Source: an optimization exercise on an open RTL-to-GDS flow (aim: small area). Production flows keep margins and buffers that such runs may drop.
The RTL was checked by simulation tests, not by an equivalence proof against the original design.
Power and IR drop assume default switching activity.

== job 4822 ==
Design apb_spi_master, start of the top module:
module apb_spi_master (
    input  wire        pclk_i,
    input  wire        rst_n_i,
    input  wire        psel_i,
    input  wire        penable_i,
    input  wire [ 3:0] paddr_i,
    input  wire        pwrite_i,
    input  wire [31:0] pwdata_i,
    output reg  [31:0] prdata_o,
    output wire        pready_o,
    output reg         spi_clk_o,
    output reg         spi_sdo_o,
    output wire        spi_cs_n_o,
    input  wire        spi_sdi_i
);
    localparam [2:0] S_IDLE = 3'b000, S_CMD = 3'b001, S_ADDR = 3'b011, S_DUMMY = 3'b010,
                     S_TX = 3'b101, S_RX = 3'b110, S_EOT = 3'b100;
    reg  [ 2:0] state;
    reg  [31:0] reg_cmd;      
    reg  [31:0] reg_addr;     
    reg  [31:0] reg_len;      
    reg  [31:0] reg_wdata;    
    reg  [31:0] reg_rdata;    
    reg  [15:0] ctrl_div;     
    reg  [13:0] ctrl_mid;     
    reg         ctrl_rx;      
    reg         ctrl_tx;      
    reg         cmd_v, addr_v, len_v, wdata_v, rdata_v, div_v, mid_v;
    reg         req_rd;       
    reg         req_wr;       
    reg         cmd_b;        
    reg  [ 3:0] req_addr;
    reg  [ 7:0] req_len;
    reg  [15:0] req_wdata;    
    reg         req_wdata_v;
    reg         tx_busy;
    reg  [15:0] tx_cnt;
    reg         rx_busy;
    reg  [ 7:0] rx_len;
    reg  [15:0] rx_cnt;
    reg  [31:0] rx_data;
    reg         rx_wait;
    reg  [15:0] clk_cnt;
    reg         clk_q;
    wire        st_idle  = state == S_IDLE;
    wire        st_cmd   = state == S_CMD;
    wire        st_addr  = state == S_ADDR;
    wire        st_dummy = state == S_DUMMY;
    wire        st_tx    = state[2] && state[0];
  ...
clock: 5.0 ns
lec_check: 0
cap_margin: 0
core_margin: 2
core_utilization: 40
gpl_timing_driven: 0
slew_margin: 0
synth_hierarchical: 1
synth_minimum_keep_size: 0
standard.sh (not shown) runs the stock make flow with config.mk's settings and CLKGATE_MAP_FILE= SYNTH_SCRIPT=/design/flow/synth_recipe.tcl, a recipe that flattens the netlist after the stock synthesis.
==> flow/flow/run.sh <==
#!/bin/bash
# Standard layout, with the port buffers made of the smallest buffer cell
# (the default picks a much larger delay cell) and a clock tree without
# dummy balancing loads.
set -euo pipefail
export BUFFER_PORTS_ARGS="-buffer_cell sky130_fd_sc_hd__buf_1"
export CTS_ARGS="-sink_clustering_enable -repair_clock_nets -sink_clustering_size 16 -sink_clustering_max_diameter 70 -buf_list {sky130_fd_sc_hd__clkbuf_2 sky130_fd_sc_hd__clkbuf_4 sky130_fd_sc_hd__clkbuf_8} -dont_use_dummy_load"
bash standard.sh > standard_flow.log 2>&1
#### Input delta (job 1316 over job 4822)
==> flow/config.mk <==
export PLATFORM = sky130hd
export DESIGN_NAME = apb_spi_master
export DESIGN_NICKNAME = apb_spi_master
export VERILOG_FILES = /design/flow/design.v
export SDC_FILE = /design/flow/constraint.sdc
export NUM_CORES = 4
export LEC_CHECK = 0
export CAP_MARGIN = 20
export CORE_MARGIN = 2
export CORE_UTILIZATION = 40
export GPL_TIMING_DRIVEN = 0
export SLEW_MARGIN = 20
export SYNTH_HIERARCHICAL = 1
export SYNTH_MINIMUM_KEEP_SIZE = 0
--- outcome ---
The end point of the critical path comes out clk_cnt[15] in one run and tx_cnt[11] in the other, namely in job 1316 and job 4822 respectively.
Going from job 4822 to job 1316, clock group share of total power grows by 0.3 points.
Between job 1316 and job 4822, it is job 1316 whose buffer share of cell area is higher, by 1.3 points.
Sort job 1316 and job 4822 by power, ascending, and job 4822 comes first.
Job 1316 against job 4822; final wirelength is up slightly.
Relative to job 4822, cell area has gone up in job 1316.
Diff job 4822 -> job 1316: sequential share of layout area decreased 0.93 points, clock power essentially unchanged.
What job 7543 does differently from job 1316 at the input level:
-- flow/config.mk --
<<< job 1316, line 8
export CAP_MARGIN = 20
export CORE_MARGIN = 2
export CORE_UTILIZATION = 40
export GPL_TIMING_DRIVEN = 0
export SLEW_MARGIN = 20
export SYNTH_HIERARCHICAL = 1
>>> job 7543, line 8
export CAP_MARGIN = 20
export CORE_MARGIN = 2
export CORE_UTILIZATION = 60
export PLACE_DENSITY = 0.8
export SLEW_MARGIN = 20
export SYNTH_HIERARCHICAL = 1
Results
Min global-route wire length before repair across job 1316 and job 7543: job 7543. Relative to job 1316, detailed-routing wirelength on met1 has gone down in job 7543. Job 7543 vs job 1316 — placer's final routability congestion estimate climbed by a few percent. Comparing job 1316 and job 7543, die area is higher on job 1316. Against job 1316, job 7543 reports a maximum clock frequency that is higher. Sort job 1316 and job 7543 by design area, descending, and job 1316 comes first. Sequential share of layout area up 3.1 points in job 7543 wrt job 1316.
Here is what was changed in the inputs of job 9175 compared with job 7543.
-- flow/config.mk --
<<< job 7543, line 8
export CAP_MARGIN = 20
export CORE_MARGIN = 2
export CORE_UTILIZATION = 60
export PLACE_DENSITY = 0.8
export SLEW_MARGIN = 20
export SYNTH_HIERARCHICAL = 1
>>> job 9175, line 8
export CAP_MARGIN = 20
export CORE_MARGIN = 2
export CORE_UTILIZATION = 40
export SLEW_MARGIN = 20
export SYNTH_HIERARCHICAL = 1
Findings:
The final layout from job 9175, which completed every stage, passed the timing, DRC and antenna checks at the end of the flow. In the final reports, the cell area of job 9175 is larger than that of job 7543. Per the comparison of job 9175 with job 7543, synthesized-area fraction occupied by xor and xnor cells stayed essentially flat; power increased by about 1.1% relative to the old numbers. Synthesized area: job 9175 vs job 7543 identical. On count of clock-net buffers in the final layout: between job 7543 and job 9175, it ends up lower for job 7543. Per the comparison of job 9175 with job 7543, post-route fraction of the period consumed by the critical path went up 0.74 points; count of plain and timing-repair buffers lower; final weighted congestion of routability-driven global placement went down. Per the comparison of job 9175 with job 7543, clock transition at the registers of the reported paths was more or less identical; synthesis-to-finish area growth went up by 1.5 points.


apb_spi_master again, from the RTL that the note above started with.
export LEC_CHECK = 0
export CAP_MARGIN = 0
export CORE_MARGIN = 2
export CORE_UTILIZATION = 40
export SLEW_MARGIN = 0
export SYNTH_HIERARCHICAL = 1
export SYNTH_MINIMUM_KEEP_SIZE = 0
create_clock -name core_clock -period 5.0 [get_ports {pclk_i}]
Scripts as last shown in full above: flow/flow/run.sh
The baseline finished with timing, DRC and antenna clean.
Change:
--- a/flow/flow/run.sh
+++ b/flow/flow/run.sh
@@ -7 +7 @@
-export CTS_ARGS="-sink_clustering_enable -repair_clock_nets -sink_clustering_size 16 -sink_clustering_max_diameter 70 -buf_list {sky130_fd_sc_hd__clkbuf_2 sky130_fd_sc_hd__clkbuf_4 sky130_fd_sc_hd__clkbuf_8} -dont_use_dummy_load"
+export CTS_ARGS="-sink_clustering_enable -repair_clock_nets -sink_clustering_size 20 -sink_clustering_max_diameter 60 -buf_list {sky130_fd_sc_hd__clkbuf_2 sky130_fd_sc_hd__clkbuf_4 sky130_fd_sc_hd__clkbuf_8} -dont_use_dummy_load"
Settings changed: CAP_MARGIN 0 to 20, SLEW_MARGIN 0 to 20.
Outcome: Core utilization stays flat. Combinational power is about the same. Total power goes down by 0.58%. Via count goes down by 1.2%. Die area stays the same. Global-route usage barely changes. Design area barely changes.
Change:
--- a/flow/flow/run.sh
+++ b/flow/flow/run.sh
@@ -7 +7 @@
-export CTS_ARGS="-sink_clustering_enable -repair_clock_nets -sink_clustering_size 20 -sink_clustering_max_diameter 60 -buf_list {sky130_fd_sc_hd__clkbuf_2 sky130_fd_sc_hd__clkbuf_4 sky130_fd_sc_hd__clkbuf_8} -dont_use_dummy_load"
+export CTS_ARGS="-sink_clustering_enable -repair_clock_nets -sink_clustering_size 16 -sink_clustering_max_diameter 60 -buf_list {sky130_fd_sc_hd__clkbuf_2 sky130_fd_sc_hd__clkbuf_4 sky130_fd_sc_hd__clkbuf_8} -dont_use_dummy_load"
Count of clock-buffer cells in the layout went up by 3; cell count stays flat; power went up by 1.4%; sequential share of layout area went down by 0.18 points; worst setup slack gets better by 0.0080 ns; die area does not change; synthesized cell count stays the same.
Change:
Settings changed: CORE_UTILIZATION 40 to 70, PLACE_DENSITY set to 0.75.
After rerunning:
- The changed run completed with no timing, DRC or antenna violations
- power goes down by about 1.8%
- utilization goes up by 33 points
- non-clock buffer count goes up by 6
- area after synthesis is unchanged
- die area goes down by about 40%
- final area goes down by 1.6%


Another version of the RTL of apb_spi_master (not shown whole).
Size in the first run: roughly 1000 cells after synthesis, about 360 flip-flops, ~78 I/O pins.
Settings: LEC_CHECK=0, CAP_MARGIN=20, CORE_MARGIN=2, CORE_UTILIZATION=40, SLEW_MARGIN=20, SYNTH_HIERARCHICAL=1, SYNTH_MINIMUM_KEEP_SIZE=0; clock period 5.0 ns.
==> flow/flow/run.sh <==
#!/bin/bash
# Standard layout, with the port buffers made of the smallest buffer cell
# (the default picks a much larger delay cell) and a clock tree without
# dummy balancing loads.
set -euo pipefail
export BUFFER_PORTS_ARGS="-buffer_cell sky130_fd_sc_hd__buf_1"
export CTS_ARGS="-sink_clustering_enable -repair_clock_nets -sink_clustering_size 18 -sink_clustering_max_diameter 40 -buf_list {sky130_fd_sc_hd__clkbuf_2 sky130_fd_sc_hd__clkbuf_4 sky130_fd_sc_hd__clkbuf_8} -dont_use_dummy_load"
bash standard.sh > standard_flow.log 2>&1
The first run produced a clean layout.
==> next run, changes <==
--- a/flow/flow/run.sh
+++ b/flow/flow/run.sh
@@ -7 +7 @@
-export CTS_ARGS="-sink_clustering_enable -repair_clock_nets -sink_clustering_size 18 -sink_clustering_max_diameter 40 -buf_list {sky130_fd_sc_hd__clkbuf_2 sky130_fd_sc_hd__clkbuf_4 sky130_fd_sc_hd__clkbuf_8} -dont_use_dummy_load"
+export CTS_ARGS="-sink_clustering_enable -repair_clock_nets -sink_clustering_size 16 -sink_clustering_max_diameter 50 -buf_list {sky130_fd_sc_hd__clkbuf_2 sky130_fd_sc_hd__clkbuf_4 sky130_fd_sc_hd__clkbuf_8} -dont_use_dummy_load"
CORE_UTILIZATION = 65   (was 40)
The changed run produced a clean layout.
Combinational power hardly moves.
Register-to-register slack loses 0.04 ns.
Non-clock buffer count grows by 4.
Final area shrinks by a few percent.
Global-route usage grows by 9.0 points.
Routed wire length shrinks by a little under a tenth.
Cell count shrinks by roughly a tenth.
Power shrinks by a few percent.
Die area shrinks by well over a third.
Sequential power is about the same.
Setup slack loses 0.035 ns.
==> next run, changes <==
--- a/flow/flow/run.sh
+++ b/flow/flow/run.sh
@@ -7 +7 @@
-export CTS_ARGS="-sink_clustering_enable -repair_clock_nets -sink_clustering_size 16 -sink_clustering_max_diameter 50 -buf_list {sky130_fd_sc_hd__clkbuf_2 sky130_fd_sc_hd__clkbuf_4 sky130_fd_sc_hd__clkbuf_8} -dont_use_dummy_load"
+export CTS_ARGS="-sink_clustering_enable -repair_clock_nets -sink_clustering_size 9 -sink_clustering_max_diameter 30 -buf_list {sky130_fd_sc_hd__clkbuf_4} -dont_use_dummy_load"
CORE_UTILIZATION = 40   (was 65)
What happened:
- power came out higher by about 4%
- via count came out higher by about 2.7%
- setup slack is better by 0.035 ns
- routed wire length came out higher by about 9%
- first-iteration DRC count came out lower by 14%
- die area came out higher by about 60%
==> next run, changes <==
--- a/flow/flow/run.sh
+++ b/flow/flow/run.sh
@@ -7 +7 @@
-export CTS_ARGS="-sink_clustering_enable -repair_clock_nets -sink_clustering_size 9 -sink_clustering_max_diameter 30 -buf_list {sky130_fd_sc_hd__clkbuf_4} -dont_use_dummy_load"
+export CTS_ARGS="-sink_clustering_enable -repair_clock_nets -sink_clustering_size 12 -sink_clustering_max_diameter 40 -buf_list {sky130_fd_sc_hd__clkbuf_4 sky130_fd_sc_hd__clkbuf_8} -dont_use_dummy_load"
Effect: Via count went down by about 2%; non-clock buffer count does not change; design area climbs by about 0.32%; worst setup slack stays flat; area after synthesis stays the same; count of clock-buffer cells in the layout goes down by 33; sequential share of layout area shrinks by 0.20 points; die area is unchanged; wire length shrinks by 0.89%; total power increases by about 1.6%; global-route usage shrinks by 0.32 points.
==> next run, changes <==
--- a/flow/flow/run.sh
+++ b/flow/flow/run.sh
@@ -7 +7 @@
-export CTS_ARGS="-sink_clustering_enable -repair_clock_nets -sink_clustering_size 12 -sink_clustering_max_diameter 40 -buf_list {sky130_fd_sc_hd__clkbuf_4 sky130_fd_sc_hd__clkbuf_8} -dont_use_dummy_load"
+export CTS_ARGS="-sink_clustering_enable -repair_clock_nets -sink_clustering_size 16 -sink_clustering_max_diameter 60 -buf_list {sky130_fd_sc_hd__clkbuf_2 sky130_fd_sc_hd__clkbuf_4 sky130_fd_sc_hd__clkbuf_8} -dont_use_dummy_load"
Outcome: The changed run ran to the end with no violations. Global-route usage drops by 0.31 points. Non-clock buffer count is unchanged. Utilization drops by 0.76 points.
==> next run, changes <==
--- a/flow/flow/run.sh
+++ b/flow/flow/run.sh
@@ -7 +7 @@
-export CTS_ARGS="-sink_clustering_enable -repair_clock_nets -sink_clustering_size 16 -sink_clustering_max_diameter 60 -buf_list {sky130_fd_sc_hd__clkbuf_2 sky130_fd_sc_hd__clkbuf_4 sky130_fd_sc_hd__clkbuf_8} -dont_use_dummy_load"
+export CTS_ARGS="-sink_clustering_enable -repair_clock_nets -sink_clustering_size 14 -sink_clustering_max_diameter 50 -buf_list {sky130_fd_sc_hd__clkbuf_2 sky130_fd_sc_hd__clkbuf_4 sky130_fd_sc_hd__clkbuf_8} -dont_use_dummy_load"
Outcome:
- global-route usage grows by 0.18 points
- core utilization grows by 0.36 points
- synthesized cell count stays the same

what the ideal ports hide:
The flow's constraints put no driver on any port. The routed layouts listed below were extracted and timed again, unchanged, in two steps.
Step 1 (the two cells are an assumption about what drives the block):
set clk [get_ports {pclk_i}]
set_driving_cell -lib_cell sky130_fd_sc_hd__clkbuf_16 $clk
set_driving_cell -lib_cell sky130_fd_sc_hd__buf_2 [delete_from_list [all_inputs] $clk]
Step 2, shift: input delay + t, output delay - t, t = (earliest + latest rising clock arrival at the registers) / 2. This alone moves slack from input paths to output paths.
a / b / c = no drivers / after step 1 / after step 2; a / b = the first two.
run | t (ns) | setup WS [ns] | hold WS [ns] | latest minus earliest clock arrival (ns) | worst data-port slew with drivers (ns)
job 4822 | 0.609 | 0.442 / 0.442 / 0.442 | 0.307 / 0.292 / 0.453 | 0.029 / 0.029 | 0.09
job 1316 | 0.631 | 0.314 / 0.314 / 0.314 | 0.312 / 0.294 / 0.445 | 0.073 / 0.073 | 0.09
job 7543 | 0.615 | 0.462 / 0.462 / 0.462 | 0.402 / 0.406 / 0.457 | 0.031 / 0.031 | 0.08
job 9175 | 0.618 | 0.425 / 0.425 / 0.425 | 0.442 / 0.442 / 0.442 | 0.039 / 0.040 | 0.10
the first run of note 2 | 0.615 | 0.424 / 0.424 / 0.424 | 0.440 / 0.440 / 0.440 | 0.039 / 0.040 | 0.10
the second run of note 2 | 0.618 | 0.444 / 0.444 / 0.444 | 0.436 / 0.436 / 0.436 | 0.069 / 0.068 | 0.10
the third run of note 2 | 0.623 | 0.452 / 0.452 / 0.452 | 0.435 / 0.435 / 0.435 | 0.057 / 0.057 | 0.09
the fourth run of note 2 | 0.598 | 0.556 / 0.556 / 0.556 | 0.452 / 0.452 / 0.452 | 0.041 / 0.040 | 0.08
the first run of note 3 | 0.625 | 0.311 / 0.311 / 0.311 | 0.430 / 0.430 / 0.430 | 0.080 / 0.080 | 0.08
the second run of note 3 | 0.566 | 0.276 / 0.276 / 0.276 | 0.455 / 0.455 / 0.455 | 0.060 / 0.059 | 0.08
the third run of note 3 | 0.731 | 0.311 / 0.311 / 0.311 | 0.442 / 0.424 / 0.444 | 0.118 / 0.118 | 0.09
the fourth run of note 3 | 0.588 | 0.310 / 0.310 / 0.310 | 0.460 / 0.460 / 0.460 | 0.095 / 0.096 | 0.09
the fifth run of note 3 | 0.617 | 0.300 / 0.300 / 0.300 | 0.442 / 0.442 / 0.442 | 0.066 / 0.065 | 0.09
the sixth run of note 3 | 0.575 | 0.307 / 0.307 / 0.307 | 0.445 / 0.445 / 0.445 | 0.075 / 0.075 | 0.09
After both steps setup and hold are still met in every run listed.
